From an optimization exercise on the open Yosys and OpenROAD flow, aimed at small area; shortcuts taken in it are not production practice.
Function was checked by simulation only, so behaviour that the tests miss may differ from the original.
Power figures rest on the tool's default switching activity, not on a simulated workload.

--- flow/flow/run.sh ---
#!/bin/bash
# Own layout flow: the standard synthesis, then an area re-mapping of the
# combinational logic with ABC (registers untouched; several ABC scripts are
# tried and the smallest netlist is kept), then the standard ORFS layout with
# small port buffers and a small clock tree.
set -euo pipefail
W=$(pwd)
R=$W/orfs/results/${FLOW_PLATFORM}/digital_clock_lcd/base
LIB=$FLOW_HOME/platforms/${FLOW_PLATFORM}/lib/sky130_fd_sc_hd__tt_025C_1v80.lib
YOSYS=$(command -v yosys || echo $FLOW_HOME/../tools/install/yosys/bin/yosys)
SCRIPTS="B D S1 S2 S3 S4 S5 S6"

bash standard.sh synth > $W/log_synth.txt 2>&1
cp $R/1_2_yosys.v $W/synth_standard.v

area_of() {
  $YOSYS -q -p "read_liberty -lib $LIB; read_verilog $1; hierarchy -top $FLOW_TOP; tee -q -o $1.stat stat -liberty $LIB" > /dev/null 2>&1 || return 1
  grep "Chip area" $1.stat | awk '{print $NF}'
}

for s in $SCRIPTS; do
  sed -e "s#@LIB@#$LIB#g" -e "s#@IN@#$W/synth_standard.v#g" -e "s#@OUT@#$W/synth_$s.v#g" \
      -e "s#@SCRIPT@#$W/flow/$s.abc#g" -e "s#@TOP@#$FLOW_TOP#g" $W/flow/reopt.ys > $W/reopt_$s.ys
done
export W YOSYS
printf '%s\n' $SCRIPTS | xargs -P ${NUM_CORES:-4} -I{} bash -c \
  'timeout 900 $YOSYS -s $W/reopt_{}.ys > $W/log_reopt_{}.txt 2>&1 || rm -f $W/synth_{}.v' || true

best=$W/synth_standard.v
besta=$(area_of $best)
echo "standard $besta" > $W/log_pick.txt
for s in $SCRIPTS; do
  f=$W/synth_$s.v
  [[ -s $f ]] || { echo "$s failed" >> $W/log_pick.txt; continue; }
  a=$(area_of $f) || { echo "$s unreadable" >> $W/log_pick.txt; continue; }
  echo "$s $a" >> $W/log_pick.txt
  if awk -v a="$a" -v b="$besta" 'BEGIN{exit !(a < b)}'; then best=$f; besta=$a; fi
done
echo "picked $best $besta" >> $W/log_pick.txt

cp $best $R/1_2_yosys.v
rm -f $R/1_synth.odb $R/1_synth.sdc

bash standard.sh \
  BUFFER_PORTS_ARGS="-buffer_cell sky130_fd_sc_hd__buf_1" \
  CTS_ARGS="-sink_clustering_enable -repair_clock_nets -dont_use_dummy_load -buf_list sky130_fd_sc_hd__clkbuf_4 -root_buf sky130_fd_sc_hd__clkbuf_4 -sink_clustering_buffer sky130_fd_sc_hd__clkbuf_4 -sink_clustering_size 10" \
  finish > $W/log_layout.txt 2>&1
--- flow/flow/B.abc ---
strash
&get -n
&deepsyn -T 40
&nf -R 1000
&put
topo
dnsize
--- flow/flow/D.abc ---
strash
&get -n
&deepsyn -T 40
&dch -f
&nf -R 1000 -a
&put
topo
dnsize
--- flow/flow/S1.abc ---
strash
&get -n
&deepsyn -T 40 -S 1
&dch -f
&nf -R 1000 -a
&put
topo
dnsize
--- flow/flow/S2.abc ---
strash
&get -n
&deepsyn -T 40 -S 2
&dch -f
&nf -R 1000 -a
&put
topo
dnsize
--- flow/flow/S3.abc ---
strash
&get -n
&deepsyn -T 40 -S 3
&dch -f
&nf -R 1000 -a
&put
topo
dnsize
--- flow/flow/S4.abc ---
strash
&get -n
&deepsyn -T 40 -S 4
&dch -f
&nf -R 1000 -a
&put
topo
dnsize
--- flow/flow/S5.abc ---
strash
&get -n
&deepsyn -T 40 -S 5
&dch -f
&nf -R 1000 -a
&put
topo
dnsize
--- flow/flow/S6.abc ---
strash
&get -n
&deepsyn -T 40 -S 6
&dch -f
&nf -R 1000 -a
&put
topo
dnsize
--- flow/flow/reopt.ys ---
read_liberty -ignore_miss_func @LIB@
read_verilog @IN@
hierarchy -top @TOP@
setattr -mod -set keep_hierarchy 1 sky130_fd_sc_hd__df* sky130_fd_sc_hd__edf*
flatten
opt -purge
abc -script @SCRIPT@ -liberty @LIB@ -dont_use *probe* -dont_use *lpflow*
select @TOP@
opt_clean -purge
hilomap -singleton -hicell sky130_fd_sc_hd__conb_1 HI -locell sky130_fd_sc_hd__conb_1 LO
splitnets
opt_clean -purge
write_verilog -noattr -noexpr -nohex -nodec -selected @OUT@
--- flow/standard.sh ---
#!/bin/bash
# synth_recipe.tcl (not shown) runs the flow's synth.tcl, then flattens the netlist and writes it again
# the make line also repeats each setting of config.mk as NAME=value (left out here)
make -C /OpenROAD-flow-scripts/flow DESIGN_CONFIG=/design/flow/config.mk WORK_HOME=/design/flow/orfs CLKGATE_MAP_FILE= SYNTH_SCRIPT=/design/flow/synth_recipe.tcl "${@:-finish}"
--- flow/config.mk ---
export PLATFORM = sky130hd
export DESIGN_NAME = digital_clock_lcd
export DESIGN_NICKNAME = digital_clock_lcd
export VERILOG_FILES = /design/flow/design.v
export SDC_FILE = /design/flow/constraint.sdc
export NUM_CORES = 4
export LEC_CHECK = 0
export ABC_AREA = 1
export CAP_MARGIN = 20
export CORE_MARGIN = 2
export CORE_UTILIZATION = 60
export SLEW_MARGIN = 20
--- flow/constraint.sdc ---
create_clock -name core_clock -period 12.0 [get_ports {clk}]
set_input_delay 2.4000 -clock core_clock [delete_from_list [all_inputs] [get_ports {clk}]]
set_output_delay 2.4000 -clock core_clock [all_outputs]
set_load 0.01 [all_outputs]
--- flow/design.v ---
module digital_clock_lcd (
    input             clk,
    input             resetn,
    input             set_en,
    input      [11:0] set_year,
    input      [4:0]  set_month,
    input      [4:0]  set_day,
    input      [4:0]  set_hour,
    input      [5:0]  set_min,
    input      [5:0]  set_sec,
    output            lcd_e,
    output            lcd_rs,
    output            lcd_rw,
    output     [7:0]  lcd_data
);
    assign lcd_rw = 1'b0;
    reg [3:0] cb;
    reg [1:0] ca;
    wire cbw  = cb[3] & cb[2] & cb[1] & cb[0];
    wire tick = cbw & ca[1] & ca[0];
    wire t0   = ~cb[3] & cb[2] & cb[1] & ~cb[0] & ~ca[1] & ~ca[0];
    wire [3:0] cbi = cb + 4'd1;
    always @(posedge clk or negedge resetn) begin
        if (!resetn) begin
            cb <= 4'd14; ca <= 2'd3;
        end else begin
            cb <= {cbi[3], cbi[2] | cbw, cbi[1] | cbw, cbi[0]};
            if (cbw) ca <= ca + 2'd1;
        end
    end
    assign lcd_e = ~ca[1] & ca[0];
    reg [7:0] sc;
    wire [8:0] sci = {1'b0, sc} + 9'd1;
    wire scw = sci[8];                  
    wire adv = t0 & scw;
    always @(posedge clk or negedge resetn) begin
        if (!resetn) sc <= 8'd5;
        else if (t0) sc <= {sci[7:3], sci[2] | scw, sci[1] | scw, sci[0]};
    end
    reg [11:0] year;
    reg [3:0]  month;
    reg [4:0]  day;
    reg [4:0]  hour;
    reg [5:0]  min;
    reg [5:0]  sec;
    wire ws  = sec[5] & sec[4] & sec[3] & sec[1] & sec[0];      
    wire wm  = min[5] & min[4] & min[3] & min[1] & min[0];      
    wire wh  = hour[4] & hour[2] & hour[1] & hour[0];           
    wire m2  = ~month[3] & ~month[2] & month[1] & ~month[0];    
    wire m30 = (~month[3] & month[2] & ~month[0]) | (month[3] & month[0]);  
    wire d28 = day[4] & day[3] & day[2];
    wire d30 = d28 & day[1];
    wire d31 = d30 & day[0];
    wire wd  = m2 ? d28 : (m30 ? d30 : d31);
    wire wmo = month[3] & month[2];                             
    wire cs_ = adv;
    wire cm_ = cs_ & ws;
    wire ch_ = cm_ & wm;
    wire cd_ = ch_ & wh;
    wire co_ = cd_ & wd;
    wire cy_ = co_ & wmo;
    function [5:0] step6;
        input [5:0] v; input c; input w; input lo;
        integer i; reg k;
        begin
            k = c;
            for (i = 0; i < 6; i = i + 1) begin
                step6[i] = (v[i] ^ k) & ~(c & w);
                k = k & v[i];
            end
            step6[0] = step6[0] | (c & w & lo);
        end
    endfunction
    wire [5:0] ns  = step6(sec, cs_, ws, 1'b0);
    wire [5:0] nm  = step6(min, cm_, wm, 1'b0);
    wire [5:0] nh  = step6({1'b0, hour}, ch_, wh, 1'b0);
    wire [5:0] ndy = step6({1'b0, day}, cd_, wd, 1'b1);
    wire [5:0] nmo = step6({2'b0, month}, co_, wmo, 1'b1);
    reg  [11:0] ny;
    integer j; reg ky;
    always @* begin
        ky = cy_;
        for (j = 0; j < 12; j = j + 1) begin
            ny[j] = year[j] ^ ky;
            ky = ky & year[j];
        end
    end
    always @(posedge clk or negedge resetn) begin
        if (!resetn) begin
            year  <= 12'd2024;
            month <= 4'd1;
            day   <= 5'd1;
            hour  <= 5'd0;
            min   <= 6'd0;
            sec   <= 6'd0;
        end else if (set_en) begin
            year  <= set_year;
            month <= set_month[3:0];
            day   <= set_day;
            hour  <= set_hour;
            min   <= set_min;
            sec   <= set_sec;
        end else begin
            year  <= ny;
            month <= nmo[3:0];
            day   <= ndy[4:0];
            hour  <= nh[4:0];
            min   <= nm;
            sec   <= ns;
        end
    end
    reg       ln;
    reg [4:0] p;
    wire      pret = p[4] & ~p[3] & ~p[2] & ~p[1] & ~p[0];
    always @(posedge clk or negedge resetn) begin
        if (!resetn) begin
            ln <= 1'b0; p <= 5'd23;
        end else if (tick) begin
            if (pret) begin ln <= ~ln; p <= 5'd31; end
            else p <= p + 5'd1;
        end
    end
    function [3:0] add3;
        input [3:0] a;
        reg g;
        begin
            g = a[3] | (a[2] & (a[1] | a[0]));
            add3[3] = g;
            add3[2] = (a[3] & a[0]) | (a[2] & ~a[1] & ~a[0]);
            add3[1] = (a[3] & ~a[0]) | (~a[2] & a[1]) | (a[2] & a[1] & a[0]);
            add3[0] = a[0] ^ g;
        end
    endfunction
    function [15:0] bcd12;
        input [11:0] y;
        integer i;
        reg [27:0] s;
        begin
            s = {16'b0, y};
            for (i = 0; i < 12; i = i + 1) begin
                if (i >= 3) s[15:12] = add3(s[15:12]);
                if (i >= 6) s[19:16] = add3(s[19:16]);
                if (i >= 9) s[23:20] = add3(s[23:20]);
                s = s << 1;
            end
            bcd12 = s[27:12];
        end
    endfunction
    wire pa = p[4];
    wire [3:0] q = p[3:0];
    wire sY  = ~ln & (pa | (~q[3] & ~q[2]));
    wire sMo = ~ln & ~pa & q[2] & ~q[1];
    wire sD  = ~ln & ~pa & (q[3] | (q[2] & q[1]));
    wire sH  =  ln & (pa | (~q[2] & ~q[1]));
    wire sMi =  ln & ~pa & ~q[2] & q[1];
    wire sS  =  ln & ~pa & q[2];
    wire [11:0] cv = ({12{sY}} & year) | ({12{sMo}} & {8'd0, month}) | ({12{sD}} & {7'd0, day})
                   | ({12{sH}} & {7'd0, hour}) | ({12{sMi}} & {6'd0, min}) | ({12{sS}} & {6'd0, sec});
    wire tY = pa ? 1'b1 : (~q[1] & ~q[0]);             
    wire uY = pa ? 1'b1 : (~q[1] & q[0]);
    wire t0l = ~q[3] & ~(q[1] ^ q[0]);                  
    wire t1l = pa | (q[1] & ~q[0] & ~q[2]) | (q[2] & q[0]);  
    wire [1:0] cs = sY ? {tY, uY} : {1'b0, ln ? t1l : t0l};
    wire [15:0] cbcd = bcd12(cv);
    wire [3:0]  nd = cbcd[cs*4 +: 4];
    reg [3:0] dreg;
    always @(posedge clk) begin
        if (tick) dreg <= nd;
    end
    reg [7:0] od;
    always @* begin
        od = 8'h00;
        if (!p[4]) begin
            if (!ln) begin
                case (p[3:0])
                    4'd0, 4'd1, 4'd2, 4'd3, 4'd5, 4'd6, 4'd8, 4'd9: od = {4'h3, dreg};
                    4'd4, 4'd7: od = 8'h2F;
                    default: od = 8'h20;
                endcase
            end else begin
                case (p[3:0])
                    4'd0, 4'd1, 4'd3, 4'd4, 4'd6, 4'd7: od = {4'h3, dreg};
                    4'd2, 4'd5: od = 8'h3A;
                    default: od = 8'h20;
                endcase
            end
        end else begin
            case (p[3:0])
                4'd0:  od = 8'h02;
                4'd9:  od = 8'h38;
                4'd10: od = 8'h08;
                4'd11: od = 8'h01;
                4'd12: od = 8'h06;
                4'd13: od = 8'h0C;
                4'd14: od = 8'h02;
                4'd15: od = ln ? 8'hC0 : 8'h80;
                4'd7, 4'd8: od = 8'h00;
                default: od = 8'hxx;
            endcase
        end
    end
    assign lcd_rs   = ~p[4];
    assign lcd_data = od;
endmodule
==> results of run 1 <==
## path summary, 6_finish.rpt
check | from | end | slack, ns | cells past startpoint
max | cb[1] | year[11] | 5.53 | 25
min | sc[7] | sc[7] | 0.48 | 1
max reg2reg | cb[1] | year[11] | 5.53 | 25
min reg2reg | sc[7] | sc[7] | 0.48 | 1
max in group asynchronous | resetn | min[3] | 9.37 | 2
min in group asynchronous | resetn | cb[0] | 2.09 | 2
## power breakdown
part | internal, mW | switching (mW)
Sequential | 0.233 | 0.0169
Clock | 0.0348 | 0.0682
Combinational | 0.0916 | 0.128
Total | 0.359 | 0.213
## metal layers
metal	part of all wire, %	GRT usage [%]	vias up
li1	-	-	1904
met1	46	36.8	1794
met2	47	42.5	126
met3	5.0	6.32	18
met4	1.8	8.80	0
met5	0	0	-
## final cells by class
| type | count | area share, % |
|---|---|---|
| clock buffers | 9 | 1.56 |
| inverters | 18 | 1.56 |
| multi-input cells | 418 | 53.0 |
| flip-flops and latches | 62 | 36.9 |
| well taps | 77 | 2.23 |
| repair buffers | 52 | 4.74 |
## sequential cells by signal, summed over array words and instances (netlist names)
signal  count
year       12
cb          4
sc          8
month       4
p           5
hour        5
dreg        4
min         6
ln          1
sec         6
day         5
ca          2
## cells in the final DEF, fill, tap and decap left out, types with 14 or more instances in the layout
| master | n |
|---|---|
| sky130_fd_sc_hd__clkinv_1 | 18 |
| sky130_fd_sc_hd__nand2_1 | 91 |
| sky130_fd_sc_hd__a21oi_1 | 51 |
| sky130_fd_sc_hd__xor2_1 | 14 |
| sky130_fd_sc_hd__xnor2_1 | 22 |
| sky130_fd_sc_hd__dfrtp_1 | 38 |
| sky130_fd_sc_hd__o21ai_0 | 44 |
| sky130_fd_sc_hd__dfstp_2 | 20 |
| sky130_fd_sc_hd__nor2_1 | 57 |
| sky130_fd_sc_hd__buf_1 | 48 |
| sky130_fd_sc_hd__nand3_1 | 17 |
## worst register-to-register path, delay by kind of cell (launching register included)
kind,cells,cell delay [ns]
AND/OR/NAND/NOR,23,5.40
flip-flops,1,0.58
multiplexers,1,0.29
XOR/XNOR,1,0.08
==> results.ini, run 1 <==
[grt]
grt.overflow.total=0
grt_use_total_pct=26.9
grt_pass1_vias=3511
first_pass_grt_wire_length_mm=15.8
antenna_found_initial=0
grt_start_max_net_pins=62

[floorplan]
die_area_um2=7260
num_rows=29
floorplan.io_pins=53
starting_density_pct=62.3
core_area_um2=6350
floorplan.die.height_um=85.2
die_x_um=85.2

[sta]
fmax_mhz=155
final_setup_violation_count=0
period_needed_ns=6.47
post-route-period-util_pct=53.9
whs_ns=0.484
final.setup.worst_slack_ns=5.53
hold_viol_final=0
tightest_slew_ns=0.723
finalSetupTns_ns=0
clock-skew-final_ns=0.0470
grt_setup_unrepaired=no
max_slew_margin_pct=51.8
report.final.slew_viol_count=0

[setup_path]
cp_data_required_time_ns=12.30
timing.critical_path.from_type=flip-flop
critPathTopFamily=simple AND/OR/NAND/NOR gates
timing.critical_path.fanout_max=7
cpMostUsedCell=sky130_fd_sc_hd__nor2_1
setup.worst_path.end_class=flip-flop
worstPathArrival_ns=6.77
criticalPathCategory=reg -> reg
cp_num_buf_inv=0
delay_contributed_by_the_slowest_stage_of_the_critical_path_ns=0.58
crit_path_top_delay_cell=sky130_fd_sc_hd__dfstp_2

[placed_design]
io_buffers=50
dpl_cell_area_um2=4260
place_congestion=0.909
place_hpwl_mm=6.71
post-place-ws_ns=5.66
place_inst=627

[detailed_routing]
drtPass1Iterations=5
vias_per_cell=6.04
remaining_drc_errors=0
via_count=3842
drtIter0Drc=217
wl_per_cell_um=14.5
final_antenna_net_count=0
drt_wl_total_mm=9.22

[power]
totalPowerFinal_uw=573
power.density_nw_per_um2=132
leakage_nw=1.75
vdd_ir_drop_max_mv=0.0868

[cells_and_area]
layout.core_utilization_pct=68.2
area.growth.synth_to_final_pct=9.32
final_cell_count_no_fill=636
multi_input_area_um2=2290
final.fill_count=595
ff_latch_area_um2=1600
finish.net_count=603
final_layout_size_suffix_gt1_share_pct=5.90
n_antenna_cell=0
final_cell_area_um2=4330

[hold_path]
hold_path.class=reg -> reg

[cts]
cts-buffers-inserted=9
clock_insertion_delay_worst_skew_ns=0.43
cts_setup_buffers=0
ctsLongestPathBuffers=2
cts_htree_levels=3
clock_pin_slew_of_the_registers_on_the_worst_case_setup_and_hold_paths_ns=0.12
postCtsResizedCells=0
postCtsHoldBufs=0
numClockSinks=62
ctsRootBufferMaster=sky130_fd_sc_hd__clkbuf_4
tritoncts=yes

[synth]
synthesis.area_per_instance_um2=7.95
cells_after_synthesis=498
synth.net_count=540
syn_area_um2=3960
yosys_warnings=1

[flow_run]
drv.max_cap_violation_count=0

[status]
run_status=no timing/DRC/antenna violations

==> run 2: changes to the inputs <==
--- a/flow/flow/run.sh
+++ b/flow/flow/run.sh
@@ -44,4 +44,4 @@
 bash standard.sh \
   BUFFER_PORTS_ARGS="-buffer_cell sky130_fd_sc_hd__buf_1" \
-  CTS_ARGS="-sink_clustering_enable -repair_clock_nets -dont_use_dummy_load -buf_list sky130_fd_sc_hd__clkbuf_4 -root_buf sky130_fd_sc_hd__clkbuf_4 -sink_clustering_buffer sky130_fd_sc_hd__clkbuf_4 -sink_clustering_size 10" \
+  CTS_ARGS="-sink_clustering_enable -repair_clock_nets -dont_use_dummy_load -buf_list sky130_fd_sc_hd__clkbuf_4 -root_buf sky130_fd_sc_hd__clkbuf_4 -sink_clustering_buffer sky130_fd_sc_hd__clkbuf_4 -sink_clustering_size 10 -sink_buffer_max_cap_derate 0.6" \
   finish > $W/log_layout.txt 2>&1
==> run 2 against run 1 <==
Still clean on timing, DRC and antenna. Via count stayed put. Clock-buffer cell count stayed put. First-iteration DRC count stayed put. Clock skew stayed put. Die area stayed put. Largest cell class unchanged.
==> results.ini, run 2 <==
[status]
run_status=no timing/DRC/antenna violations  ; unchanged

[placed_design]
place_inst=627  ; unchanged
post-place-ws_ns=5.66  ; unchanged
place_hpwl_mm=6.71  ; unchanged
place_congestion=0.909  ; unchanged
dpl_cell_area_um2=4260  ; unchanged
io_buffers=50  ; unchanged

[detailed_routing]
drtPass1Iterations=5  ; unchanged
drt_wl_total_mm=9.22  ; unchanged
met3WireLength_um=465  ; unchanged
remaining_drc_errors=0  ; unchanged
detail_route.wirelength.met1_mm=4.28  ; unchanged
topRoutingLayerUsed=met4  ; unchanged
vias_per_cell=6.04  ; unchanged
final_antenna_net_count=0  ; unchanged
route.met2.wl_mm=4.30  ; unchanged
drtIter0Drc=217  ; unchanged
wl_per_cell_um=14.5  ; unchanged
via_count=3842  ; unchanged

[cts]
clock_insertion_delay_worst_skew_ns=0.43  ; about the same
numClockSinks=62  ; unchanged
cts_htree_levels=3  ; unchanged
clock_pin_slew_of_the_registers_on_the_worst_case_setup_and_hold_paths_ns=0.12  ; about the same
tritoncts=yes  ; unchanged
cts_setup_buffers=0  ; unchanged
ctsLongestPathBuffers=2  ; unchanged
cts-buffers-inserted=9  ; unchanged
postCtsResizedCells=0  ; unchanged
ctsRootBufferMaster=sky130_fd_sc_hd__clkbuf_4  ; unchanged
postCtsHoldBufs=0  ; unchanged

[cells_and_area]
layout.cells.most_common_list=sky130_fd_sc_hd__nand2_1 (91), sky130_fd_sc_hd__nor2_1 (57), sky130_fd_sc_hd__a21oi_1 (51)  ; unchanged
regMostFlops=year  ; unchanged
multi_input_area_um2=2290  ; unchanged
area.growth.synth_to_final_pct=9.32  ; unchanged
layout.core_utilization_pct=68.2  ; unchanged
final_cell_area_um2=4330  ; unchanged
final.fill_count=595  ; unchanged
largest_reg_flops=12  ; unchanged
biggestRegsByFlops=year x12, sc x8  ; unchanged
n_antenna_cell=0  ; unchanged
final_cell_count_no_fill=636  ; unchanged
final_layout_size_suffix_gt1_share_pct=5.90  ; unchanged
finish.net_count=603  ; unchanged
mostFrequentLayoutCell=sky130_fd_sc_hd__nand2_1  ; unchanged
ff_latch_area_um2=1600  ; unchanged

[synth]
yosys_warnings=1  ; unchanged
synth.net_count=540  ; unchanged
cells_after_synthesis=498  ; unchanged
syn_area_um2=3960  ; unchanged
synthesis.area_per_instance_um2=7.95  ; unchanged

[setup_path]
rr_worst_depth=25  ; unchanged
r2r-end=year[11]  ; unchanged
cpMostUsedCell=sky130_fd_sc_hd__nor2_1  ; unchanged
timing.reg2reg.setup_slack_ns=5.53  ; about the same
worstPathArrival_ns=6.77  ; about the same
criticalPathCategory=reg -> reg  ; unchanged
timing.critical_path.from_type=flip-flop  ; unchanged
setup.worst_path.end_class=flip-flop  ; unchanged
timing.critical_path.fanout_max=7  ; unchanged
cp_data_required_time_ns=12.30  ; about the same
crit_path_top_delay_cell=sky130_fd_sc_hd__dfstp_2  ; unchanged
delay_contributed_by_the_slowest_stage_of_the_critical_path_ns=0.58  ; about the same
reg2reg_from=cb[1]  ; unchanged

[hold_path]
endpoint_of_the_worst_hold_path=sc[7]  ; unchanged
hold_depth=1  ; unchanged
hold_path.class=reg -> reg  ; unchanged
min-delay-start=sc[7]  ; unchanged

[grt]
grt_pass1_vias=3511  ; unchanged
first_pass_grt_wire_length_mm=15.8  ; unchanged
grt_start_max_net_pins=62  ; unchanged
grt_use_total_pct=26.9  ; unchanged
grt.overflow.total=0  ; unchanged
antenna_found_initial=0  ; unchanged

[power]
totalPowerFinal_uw=573  ; unchanged
power.density_nw_per_um2=132  ; unchanged
power_frac_comb_pct=38.4  ; about the same
p_int_uw=359  ; unchanged
leakage_nw=1.75  ; unchanged
power.switching_fraction_pct=37.3  ; unchanged
vdd_ir_drop_max_mv=0.0868  ; unchanged
clkPwrFrac_pct=18.0  ; about the same
power.share.sequential_pct=43.6  ; about the same
power_switching_uw=213  ; unchanged

[floorplan]
starting_density_pct=62.3  ; unchanged
floorplan.die.height_um=85.2  ; unchanged
die_x_um=85.2  ; unchanged
die_area_um2=7260  ; unchanged
num_rows=29  ; unchanged
floorplan.io_pins=53  ; unchanged
core_area_um2=6350  ; unchanged

[sta]
final_setup_violation_count=0  ; unchanged
final.setup.worst_slack_ns=5.53  ; unchanged
hold_viol_final=0  ; unchanged
clock-skew-final_ns=0.0470  ; unchanged
max_slew_margin_pct=51.8  ; unchanged
finalSetupTns_ns=0  ; unchanged
period_needed_ns=6.47  ; unchanged
tightest_slew_ns=0.723  ; unchanged
grt_setup_unrepaired=no  ; unchanged
post-route-period-util_pct=53.9  ; unchanged
whs_ns=0.484  ; unchanged
report.final.slew_viol_count=0  ; unchanged
fmax_mhz=155  ; unchanged

[flow_run]
drv.max_cap_violation_count=0  ; unchanged

-- run 2: worst max path at each step --
stage                from  slack (ns)  cells after the start       end
floorplan           cb[1]        6.69                     25  year[11]
global placement    cb[1]        5.90                     25  year[11]
detailed placement  cb[1]        5.66                     25  year[11]
CTS                 cb[1]        5.58                     25  year[11]
global route        cb[1]        4.70                     25  year[11]
finish              cb[1]        5.53                     25  year[11]
-- run 2: power by group through the flow --
stage | sequential [mW] | clock (mW) | combinational (mW)
final | 0.250 | 0.103 | 0.220
after detailed placement | 0.253 | 0 | 0.217
after global placement | 0.253 | 0 | 0.211
after global routing | 0.252 | 0.116 | 0.247
after floorplan | 0.248 | 0 | 0.176
after CTS | 0.249 | 0.107 | 0.218
-- run 2: layer usage --
| metal | vias to the layer above | track usage (%) |
|---|---|---|
| li1 | 1904 | - |
| met1 | 1794 | 36.8 |
| met2 | 126 | 42.5 |
| met3 | 18 | 6.32 |
| met4 | 0 | 8.80 |
| met5 | - | 0 |
-- run 2: critical path: cells and delay by family, from the launching register on --
kind / cells / cell delay, ns
simple gates: 23 / 5.39
flops: 1 / 0.58
mux: 1 / 0.29
xor+xnor: 1 / 0.08
-- run 2: final cells by class --
class | count | area share (%)
Multi-Input combinational cell | 418 | 53.0
Sequential cell | 62 | 36.9
Timing Repair Buffer | 52 | 4.74
Tap cell | 77 | 2.23
Clock buffer | 9 | 1.56
Inverter | 18 | 1.56
==> run 3: changes to the inputs <==
--- a/flow/flow/run.sh
+++ b/flow/flow/run.sh
@@ -44,4 +44,4 @@
 bash standard.sh \
   BUFFER_PORTS_ARGS="-buffer_cell sky130_fd_sc_hd__buf_1" \
-  CTS_ARGS="-sink_clustering_enable -repair_clock_nets -dont_use_dummy_load -buf_list sky130_fd_sc_hd__clkbuf_4 -root_buf sky130_fd_sc_hd__clkbuf_4 -sink_clustering_buffer sky130_fd_sc_hd__clkbuf_4 -sink_clustering_size 10 -sink_buffer_max_cap_derate 0.6" \
+  CTS_ARGS="-sink_clustering_enable -repair_clock_nets -dont_use_dummy_load -buf_list {sky130_fd_sc_hd__clkbuf_4 sky130_fd_sc_hd__clkbuf_8} -root_buf sky130_fd_sc_hd__clkbuf_4 -sink_clustering_buffer sky130_fd_sc_hd__clkbuf_4 -sink_clustering_size 10" \
   finish > $W/log_layout.txt 2>&1
==> run 3 against run 2 <==
Register-to-register slack hardly changed. Highest routed layer unchanged. Critical endpoint unchanged. Critical path type unchanged. Fmax stayed put. Still clean. Synthesized area stayed put. First-iteration DRC count stayed put. Combinational power hardly changed. Cell area stayed put. Sequential power hardly changed. Cell count stayed put. Total power stayed put. Via count stayed put. Clock skew stayed put.
==> results.ini, run 3 <==
[setup_path]
reg2reg_from=cb[1]  ; unchanged
rr_worst_depth=25  ; unchanged
timing.critical_path.fanout_max=7  ; unchanged
cp_data_required_time_ns=12.30  ; about the same
r2r-end=year[11]  ; unchanged
timing.critical_path.to=year[11]  ; unchanged
worstPathArrival_ns=6.77  ; about the same
timing.reg2reg.setup_slack_ns=5.53  ; about the same
criticalPathCategory=reg -> reg  ; unchanged
cpMostUsedCell=sky130_fd_sc_hd__nor2_1  ; unchanged
setup.worst_path.end_class=flip-flop  ; unchanged
cp_num_buf_inv=0  ; unchanged
timing.critical_path.from_type=flip-flop  ; unchanged
critPathTopFamily=simple AND/OR/NAND/NOR gates  ; unchanged
timing.critical_path.from=cb[1]  ; unchanged
delay_contributed_by_the_slowest_stage_of_the_critical_path_ns=0.58  ; about the same
crit_path_top_delay_cell=sky130_fd_sc_hd__dfstp_2  ; unchanged
cp.depth=25  ; unchanged

[sta]
final_setup_violation_count=0  ; unchanged
fmax_mhz=155  ; unchanged
post-route-period-util_pct=53.9  ; unchanged
clock-skew-final_ns=0.0470  ; unchanged
tightest_slew_ns=0.723  ; unchanged
period_needed_ns=6.47  ; unchanged
hold_viol_final=0  ; unchanged
finalSetupTns_ns=0  ; unchanged
max_slew_margin_pct=51.8  ; unchanged
report.final.slew_viol_count=0  ; unchanged
grt_setup_unrepaired=no  ; unchanged

[floorplan]
num_rows=29  ; unchanged
die_area_um2=7260  ; unchanged
core_area_um2=6350  ; unchanged
starting_density_pct=62.3  ; unchanged
floorplan.io_pins=53  ; unchanged
die_x_um=85.2  ; unchanged
floorplan.die.height_um=85.2  ; unchanged

[placed_design]
dpl_cell_area_um2=4260  ; unchanged
io_buffers=50  ; unchanged
place_hpwl_mm=6.71  ; unchanged
place_congestion=0.909  ; unchanged

[detailed_routing]
final_antenna_net_count=0  ; unchanged
vias_per_cell=6.04  ; unchanged
drtIter0Drc=217  ; unchanged
remaining_drc_errors=0  ; unchanged
wl_per_cell_um=14.5  ; unchanged
drtPass1Iterations=5  ; unchanged
via_count=3842  ; unchanged
drt_wl_total_mm=9.22  ; unchanged

[grt]
grt_pass1_vias=3511  ; unchanged
grt.overflow.total=0  ; unchanged
first_pass_grt_wire_length_mm=15.8  ; unchanged
grt_use_total_pct=26.9  ; unchanged
antenna_found_initial=0  ; unchanged
grt_start_max_net_pins=62  ; unchanged

[synth]
synthesis.area_per_instance_um2=7.95  ; unchanged
yosys_warnings=1  ; unchanged
syn_area_um2=3960  ; unchanged
cells_after_synthesis=498  ; unchanged
synth.net_count=540  ; unchanged

[cts]
ctsLongestPathBuffers=2  ; unchanged
postCtsResizedCells=0  ; unchanged
clock_pin_slew_of_the_registers_on_the_worst_case_setup_and_hold_paths_ns=0.12  ; about the same
tritoncts=yes  ; unchanged
cts-buffers-inserted=9  ; unchanged
postCtsHoldBufs=0  ; unchanged
cts_setup_buffers=0  ; unchanged
clock_insertion_delay_worst_skew_ns=0.43  ; about the same
cts_htree_levels=3  ; unchanged
ctsRootBufferMaster=sky130_fd_sc_hd__clkbuf_4  ; unchanged
numClockSinks=62  ; unchanged

[cells_and_area]
area.growth.synth_to_final_pct=9.32  ; unchanged
mostFrequentLayoutCell=sky130_fd_sc_hd__nand2_1  ; unchanged
final_layout_size_suffix_gt1_share_pct=5.90  ; unchanged
layout.cells.most_common_list=sky130_fd_sc_hd__nand2_1 (91), sky130_fd_sc_hd__nor2_1 (57), sky130_fd_sc_hd__a21oi_1 (51)  ; unchanged
final_cell_area_um2=4330  ; unchanged
n_antenna_cell=0  ; unchanged
finish.net_count=603  ; unchanged
regMostFlops=year  ; unchanged
biggestRegsByFlops=year x12, sc x8  ; unchanged
largest_reg_flops=12  ; unchanged

[flow_run]
drv.max_cap_violation_count=0  ; unchanged

[power]
vdd_ir_drop_max_mv=0.0868  ; unchanged
power.density_nw_per_um2=132  ; unchanged
leakage_nw=1.75  ; unchanged
totalPowerFinal_uw=573  ; unchanged

[hold_path]
hold_path.class=reg -> reg  ; unchanged

[status]
run_status=no timing/DRC/antenna violations  ; unchanged

[run 3: power breakdown]
| group | switching, mW | internal, mW | total, mW |
|---|---|---|---|
| clock network | 0.0682 | 0.0348 | 0.103 |
| registers | 0.0169 | 0.233 | 0.250 |
| logic | 0.128 | 0.0916 | 0.220 |
| total | 0.213 | 0.359 | 0.573 |
[run 3: worst min-delay path by stage]
stage | from | to | slack (ns) | cells after the start
after floorplan | sc[7] | sc[7] | 0.44 | 1
after global placement | sc[4] | sc[4] | 0.46 | 1
after detailed placement | sc[7] | sc[7] | 0.47 | 1
after CTS | sc[7] | sc[7] | 0.49 | 1
after global routing | sc[7] | sc[7] | 0.51 | 1
final | sc[7] | sc[7] | 0.48 | 1
[run 3: layer usage]
metal	vias to the layer above	GRT usage, %	wire length (µm)
met2	126	42.5	4300
met4	0	8.80	165
met5	-	0	0
met1	1794	36.8	4280
li1	1904	-	-
met3	18	6.32	465
[run 3: final cells by class]
type / count / area, µm²
multi-input combinational: 418 / 2290
fill: 595 / 2020
sequential: 62 / 1600
timing repair buffer: 52 / 205
tap: 77 / 96.3
clock buffer: 9 / 67.6
inverter: 18 / 67.6
[run 3: per-stage QoR]
stage	worst slack [ns]	std cells	util, %	hold WS (ns)
5_1_grt	4.70	636	68.2	0.508
3_5_place_dp	5.66	627	67.1	0.470
3_3_place_gp	5.90	627	67.1	0.460
6_report	5.53	636	68.2	0.484
4_1_cts	5.58	636	68.2	0.490
2_1_floorplan	6.69	498	-	0.445
==> run 4: changes to the inputs <==
--- a/flow/flow/run.sh
+++ b/flow/flow/run.sh
@@ -42,6 +42,19 @@
 rm -f $R/1_synth.odb $R/1_synth.sdc
 
-bash standard.sh \
-  BUFFER_PORTS_ARGS="-buffer_cell sky130_fd_sc_hd__buf_1" \
-  CTS_ARGS="-sink_clustering_enable -repair_clock_nets -dont_use_dummy_load -buf_list {sky130_fd_sc_hd__clkbuf_4 sky130_fd_sc_hd__clkbuf_8} -root_buf sky130_fd_sc_hd__clkbuf_4 -sink_clustering_buffer sky130_fd_sc_hd__clkbuf_4 -sink_clustering_size 10" \
+CTS_SMALL="-sink_clustering_enable -repair_clock_nets -dont_use_dummy_load -buf_list sky130_fd_sc_hd__clkbuf_4 -root_buf sky130_fd_sc_hd__clkbuf_4 -sink_clustering_buffer sky130_fd_sc_hd__clkbuf_4 -sink_clustering_size 10"
+CTS_BIG="-sink_clustering_enable -repair_clock_nets -dont_use_dummy_load -buf_list sky130_fd_sc_hd__clkbuf_8 -root_buf sky130_fd_sc_hd__clkbuf_8 -sink_clustering_buffer sky130_fd_sc_hd__clkbuf_8 -sink_clustering_size 16"
+
+bash standard.sh BUFFER_PORTS_ARGS="-buffer_cell sky130_fd_sc_hd__buf_1" CTS_ARGS="$CTS_SMALL" \
   finish > $W/log_layout.txt 2>&1
+
+export R LIB
+openroad -no_init -exit $W/flow/clkslew.tcl > $W/log_clkslew.txt 2>&1 || true
+sl=$(awk '/MAXCLKSLEW/{print $2}' $W/log_clkslew.txt)
+if [[ -z "$sl" ]] || awk -v s="$sl" 'BEGIN{exit !(s > 0.1225)}'; then
+  echo "clock slew $sl: redoing CTS with larger buffers" >> $W/log_pick.txt
+  rm -f $R/4_* $R/5_* $R/6_* $W/out/final.def
+  bash standard.sh BUFFER_PORTS_ARGS="-buffer_cell sky130_fd_sc_hd__buf_1" CTS_ARGS="$CTS_BIG" \
+    finish > $W/log_layout2.txt 2>&1
+else
+  echo "clock slew $sl: kept" >> $W/log_pick.txt
+fi
==> flow/flow/clkslew.tcl (new file) <==
# Largest flip-flop clock-pin slew (ns) of the final layout, for run.sh's fallback.
read_db $::env(R)/6_final.odb
read_liberty $::env(LIB)
read_sdc $::env(R)/6_final.sdc
read_spef $::env(R)/6_final.spef
set mx 0
foreach p [get_pins -hierarchical */CLK] {
  foreach prop {slew_max_rise slew_max_fall} {
    set v [get_property $p $prop]
    if {$v > $mx} { set mx $v }
  }
}
puts "MAXCLKSLEW $mx"
==> run 4 against run 3 <==
Still clean on timing, DRC and antenna. Routed wire length is the same. Synthesized area is the same. Synthesized cell count is the same. Cell count is the same. Critical path type unchanged. Largest power group unchanged.
==> results.ini, run 4 <==
[synth]
synthesis.area_per_instance_um2=7.95  ; unchanged
cells_after_synthesis=498  ; unchanged
yosys_warnings=1  ; unchanged
syn_area_um2=3960  ; unchanged
synth.net_count=540  ; unchanged

[cts]
tritoncts=yes  ; unchanged
ctsRootBufferMaster=sky130_fd_sc_hd__clkbuf_4  ; unchanged
numClockSinks=62  ; unchanged
cts_setup_buffers=0  ; unchanged
clock_insertion_delay_worst_skew_ns=0.43  ; about the same
postCtsHoldBufs=0  ; unchanged
cts_htree_levels=3  ; unchanged
clock_pin_slew_of_the_registers_on_the_worst_case_setup_and_hold_paths_ns=0.12  ; about the same
cts-buffers-inserted=9  ; unchanged
ctsLongestPathBuffers=2  ; unchanged
postCtsResizedCells=0  ; unchanged

[grt]
grt_use_total_pct=26.9  ; unchanged
grt_start_max_net_pins=62  ; unchanged
antenna_found_initial=0  ; unchanged
grt_pass1_vias=3511  ; unchanged
grt.overflow.total=0  ; unchanged
first_pass_grt_wire_length_mm=15.8  ; unchanged

[cells_and_area]
area.growth.synth_to_final_pct=9.32  ; unchanged
largest_reg_flops=12  ; unchanged
layout.cells.most_common_list=sky130_fd_sc_hd__nand2_1 (91), sky130_fd_sc_hd__nor2_1 (57), sky130_fd_sc_hd__a21oi_1 (51)  ; unchanged
biggestRegsByFlops=year x12, sc x8  ; unchanged
n_antenna_cell=0  ; unchanged
regMostFlops=year  ; unchanged
finish.net_count=603  ; unchanged
final_layout_size_suffix_gt1_share_pct=5.90  ; unchanged
mostFrequentLayoutCell=sky130_fd_sc_hd__nand2_1  ; unchanged
layout.core_utilization_pct=68.2  ; unchanged

[floorplan]
core_area_um2=6350  ; unchanged
floorplan.io_pins=53  ; unchanged
num_rows=29  ; unchanged
die_area_um2=7260  ; unchanged
starting_density_pct=62.3  ; unchanged
floorplan.die.height_um=85.2  ; unchanged
die_x_um=85.2  ; unchanged

[setup_path]
reg2reg_from=cb[1]  ; unchanged
cp_data_required_time_ns=12.30  ; about the same
r2r-end=year[11]  ; unchanged
timing.critical_path.from_type=flip-flop  ; unchanged
timing.critical_path.from=cb[1]  ; unchanged
timing.reg2reg.setup_slack_ns=5.53  ; about the same
criticalPathCategory=reg -> reg  ; unchanged
critPathTopFamily=simple AND/OR/NAND/NOR gates  ; unchanged
timing.critical_path.fanout_max=7  ; unchanged
delay_contributed_by_the_slowest_stage_of_the_critical_path_ns=0.58  ; about the same
rr_worst_depth=25  ; unchanged
crit_path_top_delay_cell=sky130_fd_sc_hd__dfstp_2  ; unchanged
worstPathArrival_ns=6.77  ; about the same
cp_num_buf_inv=0  ; unchanged
cpMostUsedCell=sky130_fd_sc_hd__nor2_1  ; unchanged
setup.worst_path.end_class=flip-flop  ; unchanged

[hold_path]
hold_depth=1  ; unchanged
min-delay-start=sc[7]  ; unchanged
endpoint_of_the_worst_hold_path=sc[7]  ; unchanged
hold_path.class=reg -> reg  ; unchanged

[sta]
finalSetupTns_ns=0  ; unchanged
tightest_slew_ns=0.723  ; unchanged
period_needed_ns=6.47  ; unchanged
clock-skew-final_ns=0.0470  ; unchanged
hold_viol_final=0  ; unchanged
report.final.slew_viol_count=0  ; unchanged
final_setup_violation_count=0  ; unchanged
max_slew_margin_pct=51.8  ; unchanged
grt_setup_unrepaired=no  ; unchanged
post-route-period-util_pct=53.9  ; unchanged
final.setup.worst_slack_ns=5.53  ; unchanged
fmax_mhz=155  ; unchanged

[detailed_routing]
drt_wl_total_mm=9.22  ; unchanged
vias_per_cell=6.04  ; unchanged
drtIter0Drc=217  ; unchanged
remaining_drc_errors=0  ; unchanged
wl_per_cell_um=14.5  ; unchanged
drtPass1Iterations=5  ; unchanged
final_antenna_net_count=0  ; unchanged
via_count=3842  ; unchanged

[placed_design]
place_congestion=0.909  ; unchanged
place_hpwl_mm=6.71  ; unchanged
post-place-ws_ns=5.66  ; unchanged
io_buffers=50  ; unchanged

[flow_run]
drv.max_cap_violation_count=0  ; unchanged

[power]
totalPowerFinal_uw=573  ; unchanged
leakage_nw=1.75  ; unchanged
power.density_nw_per_um2=132  ; unchanged
vdd_ir_drop_max_mv=0.0868  ; unchanged

[status]
run_status=no timing/DRC/antenna violations  ; unchanged

-- run 4: cell counts in the layout (fill, tap and decap cells not counted) --
Identical to the previous run, type by type.
-- run 4: layout make-up --
cell class                 instances  area (µm²)
timing repair buffer              52         205
fill                             595        2020
inverter                          18        67.6
multi-input combinational        418        2290
sequential                        62        1600
tap                               77        96.3
clock buffer                       9        67.6
-- run 4: how the worst max path moves through the flow --
stage	cells after the start	slack [ns]	to
after global routing	25	4.70	year[11]
after detailed placement	25	5.66	year[11]
after floorplan	25	6.69	year[11]
final	25	5.53	year[11]
after CTS	25	5.58	year[11]
after global placement	25	5.90	year[11]
-- run 4: stage by stage --
step,cell area (µm²),hold slack (ns),cells
detailed placement,4260,0.470,627
floorplan,3960,0.445,498
CTS,4330,0.490,636
global route,4330,0.508,636
finish,4330,0.484,636
global placement,4260,0.460,627
-- run 4: layer usage --
metal,vias up,share of wire [%],routed length [µm],GRT usage [%]
met5,-,0,0,0
met4,0,1.8,165,8.80
met3,18,5.0,465,6.32
met2,126,47,4300,42.5
met1,1794,46,4280,36.8
li1,1904,-,-,-
-- run 4: power breakdown --
part	leakage (nW)	internal, mW	switching [mW]	total, mW
clock	0.0414	0.0348	0.0682	0.103
combinational	0.992	0.0916	0.128	0.220
sequential	0.712	0.233	0.0169	0.250
total	1.75	0.359	0.213	0.573
==> run 5: changes to the inputs <==
--- a/flow/flow/run.sh
+++ b/flow/flow/run.sh
@@ -9,5 +9,5 @@
 LIB=$FLOW_HOME/platforms/${FLOW_PLATFORM}/lib/sky130_fd_sc_hd__tt_025C_1v80.lib
 YOSYS=$(command -v yosys || echo $FLOW_HOME/../tools/install/yosys/bin/yosys)
-SCRIPTS="B D S1 S2 S3 S4 S5 S6"
+SCRIPTS="S1 S2 S3 S4 S5 S6 S7 S8"
 
 bash standard.sh synth > $W/log_synth.txt 2>&1
@@ -15,25 +15,33 @@
 
 area_of() {
-  $YOSYS -q -p "read_liberty -lib $LIB; read_verilog $1; hierarchy -top $FLOW_TOP; tee -q -o $1.stat stat -liberty $LIB" > /dev/null 2>&1 || return 1
+  $YOSYS -p "read_liberty -lib $LIB; read_verilog $1; hierarchy -top $FLOW_TOP; tee -q -o $1.stat stat -liberty $LIB" > $1.log_area.txt 2>&1 || return 1
   grep "Chip area" $1.stat | awk '{print $NF}'
 }
 
-for s in $SCRIPTS; do
-  sed -e "s#@LIB@#$LIB#g" -e "s#@IN@#$W/synth_standard.v#g" -e "s#@OUT@#$W/synth_$s.v#g" \
-      -e "s#@SCRIPT@#$W/flow/$s.abc#g" -e "s#@TOP@#$FLOW_TOP#g" $W/flow/reopt.ys > $W/reopt_$s.ys
-done
-export W YOSYS
-printf '%s\n' $SCRIPTS | xargs -P ${NUM_CORES:-4} -I{} bash -c \
-  'timeout 900 $YOSYS -s $W/reopt_{}.ys > $W/log_reopt_{}.txt 2>&1 || rm -f $W/synth_{}.v' || true
+# Re-map the combinational logic of netlist $1 with each ABC script; outputs synth_<round>_<script>.v
+remap() {
+  local in=$1 rnd=$2
+  for s in $SCRIPTS; do
+    sed -e "s#@LIB@#$LIB#g" -e "s#@IN@#$in#g" -e "s#@OUT@#$W/synth_${rnd}_$s.v#g" \
+        -e "s#@SCRIPT@#$W/flow/$s.abc#g" -e "s#@TOP@#$FLOW_TOP#g" $W/flow/reopt.ys > $W/reopt_${rnd}_$s.ys
+  done
+  export W YOSYS rnd
+  printf '%s\n' $SCRIPTS | xargs -P ${NUM_CORES:-4} -I{} bash -c \
+    'timeout 900 $YOSYS -s $W/reopt_${rnd}_{}.ys > $W/log_reopt_${rnd}_{}.txt 2>&1 || rm -f $W/synth_${rnd}_{}.v' || true
+}
 
 best=$W/synth_standard.v
 besta=$(area_of $best)
 echo "standard $besta" > $W/log_pick.txt
-for s in $SCRIPTS; do
-  f=$W/synth_$s.v
-  [[ -s $f ]] || { echo "$s failed" >> $W/log_pick.txt; continue; }
-  a=$(area_of $f) || { echo "$s unreadable" >> $W/log_pick.txt; continue; }
-  echo "$s $a" >> $W/log_pick.txt
-  if awk -v a="$a" -v b="$besta" 'BEGIN{exit !(a < b)}'; then best=$f; besta=$a; fi
+# two rounds: the second starts from the first round's smallest netlist
+for rnd in 1 2; do
+  remap $best $rnd
+  for s in $SCRIPTS; do
+    f=$W/synth_${rnd}_$s.v
+    [[ -s $f ]] || { echo "$rnd $s failed" >> $W/log_pick.txt; continue; }
+    a=$(area_of $f) || { echo "$rnd $s unreadable" >> $W/log_pick.txt; continue; }
+    echo "$rnd $s $a" >> $W/log_pick.txt
+    if awk -v a="$a" -v b="$besta" 'BEGIN{exit !(a < b)}'; then best=$f; besta=$a; fi
+  done
 done
 echo "picked $best $besta" >> $W/log_pick.txt
==> flow/flow/S7.abc (new file) <==
strash
&get -n
&deepsyn -T 40 -S 7
&dch -f
&nf -R 1000 -a
&put
topo
dnsize
==> flow/flow/S8.abc (new file) <==
strash
&get -n
&deepsyn -T 40 -S 8
&dch -f
&nf -R 1000 -a
&put
topo
dnsize
removed: flow/flow/B.abc
removed: flow/flow/D.abc
==> run 5 against run 4 <==
First-iteration DRC count rose by 11%. Still clean. Synthesized cell count fell by 2.8%. Total power fell by 1.3%. Fmax fell by 8.8%. Critical endpoint unchanged. Combinational power fell by 2%. Critical path type unchanged. Sequential cell count did not move. Die area fell by 0.67%.
==> results.ini, run 5 <==
[synth]
yosys_warnings=1  ; unchanged
synthesis.area_per_instance_um2=8.12  ; was 7.95 µm²
synth.net_count=526  ; was 540
cells_after_synthesis=484  ; was 498
syn_area_um2=3930  ; was 3960 µm²

[cells_and_area]
layout.core_utilization_pct=67.7  ; was 68.2%
largest_reg_flops=12  ; unchanged
layout.cells.most_common_list=sky130_fd_sc_hd__nand2_1 (89), sky130_fd_sc_hd__nor2_1 (48), sky130_fd_sc_hd__buf_1 (48)  ; was sky130_fd_sc_hd__nand2_1 (91), sky130_fd_sc_hd__nor2_1 (57), sky130_fd_sc_hd__a21oi_1 (51)
biggestRegsByFlops=year x12, sc x8  ; unchanged
n_antenna_cell=0  ; unchanged
area.growth.synth_to_final_pct=9.39  ; was 9.32%
mostFrequentLayoutCell=sky130_fd_sc_hd__nand2_1  ; unchanged
regMostFlops=year  ; unchanged
final_layout_size_suffix_gt1_share_pct=6.06  ; was 5.90%
finish.net_count=589  ; was 603

[detailed_routing]
vias_per_cell=5.98  ; was 6.04
via_count=3718  ; was 3842
drt_wl_total_mm=9.00  ; was 9.22 mm
wl_per_cell_um=14.5  ; about the same
drtPass1Iterations=4  ; was 5
drtIter0Drc=240  ; was 217
remaining_drc_errors=0  ; unchanged
final_antenna_net_count=0  ; unchanged

[placed_design]
io_buffers=50  ; unchanged
place_hpwl_mm=6.55  ; was 6.71 mm
place_congestion=0.916  ; was 0.909

[grt]
grt_pass1_vias=3422  ; was 3511
grt_start_max_net_pins=66  ; was 62
antenna_found_initial=0  ; unchanged
grt_use_total_pct=26.2  ; was 26.9%
first_pass_grt_wire_length_mm=15.4  ; was 15.8 mm
grt.overflow.total=0  ; unchanged

[status]
run_status=no timing/DRC/antenna violations  ; unchanged

[sta]
max_slew_margin_pct=51.5  ; was 51.8%
post-route-period-util_pct=59.2  ; was 53.9%
report.final.slew_viol_count=0  ; unchanged
tightest_slew_ns=0.728  ; was 0.723 ns
final_setup_violation_count=0  ; unchanged
period_needed_ns=7.10  ; was 6.47 ns
finalSetupTns_ns=0  ; unchanged
whs_ns=0.476  ; was 0.484 ns
clock-skew-final_ns=0.0188  ; was 0.0470 ns
hold_viol_final=0  ; unchanged
fmax_mhz=141  ; was 155 MHz
grt_setup_unrepaired=no  ; unchanged

[cts]
postCtsHoldBufs=0  ; unchanged
numClockSinks=62  ; unchanged
cts-buffers-inserted=9  ; unchanged
cts_htree_levels=3  ; unchanged
clock_pin_slew_of_the_registers_on_the_worst_case_setup_and_hold_paths_ns=0.09  ; was 0.12 ns
tritoncts=yes  ; unchanged
clock_insertion_delay_worst_skew_ns=0.41  ; was 0.43 ns
ctsRootBufferMaster=sky130_fd_sc_hd__clkbuf_4  ; unchanged
cts_setup_buffers=0  ; unchanged
postCtsResizedCells=0  ; unchanged
ctsLongestPathBuffers=2  ; unchanged

[setup_path]
timing.critical_path.from_type=flip-flop  ; unchanged
timing.critical_path.fanout_max=8  ; was 7
timing.reg2reg.setup_slack_ns=4.90  ; was 5.53 ns
cp_data_required_time_ns=12.27  ; was 12.30 ns
setup.worst_path.end_class=flip-flop  ; unchanged
criticalPathCategory=reg -> reg  ; unchanged
worstPathArrival_ns=7.37  ; was 6.77 ns

[floorplan]
floorplan.io_pins=53  ; unchanged
die_area_um2=7220  ; was 7260 µm²
floorplan.die.height_um=84.9  ; was 85.2 µm
core_area_um2=6350  ; unchanged
starting_density_pct=61.9  ; was 62.3%
num_rows=29  ; unchanged
die_x_um=84.9  ; was 85.2 µm

[power]
vdd_ir_drop_max_mv=0.135  ; was 0.0868 mV
leakage_nw=1.74  ; was 1.75 nW
power.density_nw_per_um2=131  ; was 132 nW/µm²

[flow_run]
drv.max_cap_violation_count=0  ; unchanged

[hold_path]
hold_path.class=reg -> reg  ; unchanged

==> run 5: cell type report <==
type / instances / area (µm²)
Tap cell: 77 / 96.3
Multi-Input combinational cell: 408 / 2280
Fill cell: 562 / 2050
Inverter: 14 / 52.6
Clock buffer: 9 / 67.6
Timing Repair Buffer: 52 / 205
Sequential cell: 62 / 1600
==> run 5: power breakdown <==
part           leakage (nW)  total [mW]  switching, mW  internal (mW)
Clock                0.0414       0.102         0.0669         0.0347
Sequential            0.713       0.248         0.0162          0.232
Combinational         0.982       0.216          0.126         0.0903
Total                  1.74       0.565          0.209          0.357
==> run 5: layer usage <==
| layer | share of wire (%) | track usage [%] | wire, µm |
|---|---|---|---|
| met1 | 47 | 37.5 | 4260 |
| met2 | 46 | 40.2 | 4140 |
| met3 | 4.9 | 4.67 | 444 |
| met4 | 1.7 | 9.67 | 155 |
| met5 | 0 | 0 | 0 |
==> run 5: through the flow <==
stage          area, µm²  instances  total power [mW]  setup WS (ns)
2_1_floorplan       3930        484             0.417           6.18
3_5_place_dp        4230        613             0.466           4.99
6_report            4300        622             0.565           4.90
3_3_place_gp        4230        613             0.458           5.24
4_1_cts             4300        622             0.566           4.95
5_1_grt             4300        622             0.604           4.02
==> run 5: final timing paths <==
path / startpoint / endpoint / cells past startpoint
setup / recovery: cb[1] / year[11] / 25
hold / removal: sc[4] / sc[4] / 1
setup reg to reg: cb[1] / year[11] / 25
hold reg to reg: sc[4] / sc[4] / 1
max in group asynchronous: resetn / hour[3] / 2
min in group asynchronous: resetn / cb[0] / 2
==> run 5: critical path, cell delays in order, from the launching register on <==
cell and delay, ns:
sky130_fd_sc_hd__dfstp_2 0.56, sky130_fd_sc_hd__nor4b_1 0.55, sky130_fd_sc_hd__nand4_1 0.28, sky130_fd_sc_hd__nor2_1 0.28, sky130_fd_sc_hd__nand3_1 0.16, sky130_fd_sc_hd__nor2_1 0.20, sky130_fd_sc_hd__nand3_1 0.23, sky130_fd_sc_hd__nor2_1 0.17
sky130_fd_sc_hd__and2_0 0.27, sky130_fd_sc_hd__and4_1 0.30, sky130_fd_sc_hd__and3_1 0.27, sky130_fd_sc_hd__nand4_1 0.18, sky130_fd_sc_hd__nor2_1 0.26, sky130_fd_sc_hd__nand3_1 0.18, sky130_fd_sc_hd__nor2_1 0.39, sky130_fd_sc_hd__nand4_1 0.17
sky130_fd_sc_hd__nor3b_1 0.45, sky130_fd_sc_hd__and3_1 0.38, sky130_fd_sc_hd__and3_1 0.24, sky130_fd_sc_hd__and2_0 0.25, sky130_fd_sc_hd__nand2_1 0.12, sky130_fd_sc_hd__nor2_1 0.19, sky130_fd_sc_hd__and2_0 0.39, sky130_fd_sc_hd__and3_1 0.27
sky130_fd_sc_hd__xnor2_1 0.12, sky130_fd_sc_hd__o21ai_0 0.08

-- what the ideal ports hide --
No port has a modelled driver above. Below, the same layouts with a new extraction and two added sets of constraints. Step 1 (the two cells are an assumption about what drives the block):
set clk [get_ports {clk}]
set_driving_cell -lib_cell sky130_fd_sc_hd__clkbuf_16 $clk
set_driving_cell -lib_cell sky130_fd_sc_hd__buf_2 [delete_from_list [all_inputs] $clk]
Step 2 also shifts input and output timing later by t, the mid clock arrival at the registers, as if the neighbouring blocks saw the same clock. Three values: no drivers, after step 1, after step 2; two values: the first two.
| run | t (ns) | setup WS [ns] | clock arrival spread, ns | worst slew at a driven data input, ns | cell pins on the clock port's net |
|---|---|---|---|---|---|
| run 1 | 0.430 | 5.528 / 5.528 / 5.528 | 0.047 / 0.047 | 0.03 | 1 |
| run 2 | 0.430 | 5.528 / 5.528 / 5.528 | 0.047 / 0.047 | 0.03 | 1 |
| run 3 | 0.430 | 5.528 / 5.528 / 5.528 | 0.047 / 0.047 | 0.03 | 1 |
| run 4 | 0.430 | 5.528 / 5.528 / 5.528 | 0.047 / 0.047 | 0.03 | 1 |
| run 5 | 0.432 | 4.900 / 4.900 / 4.900 | 0.019 / 0.018 | 0.04 | 1 |
After both steps every run listed still meets setup and hold.
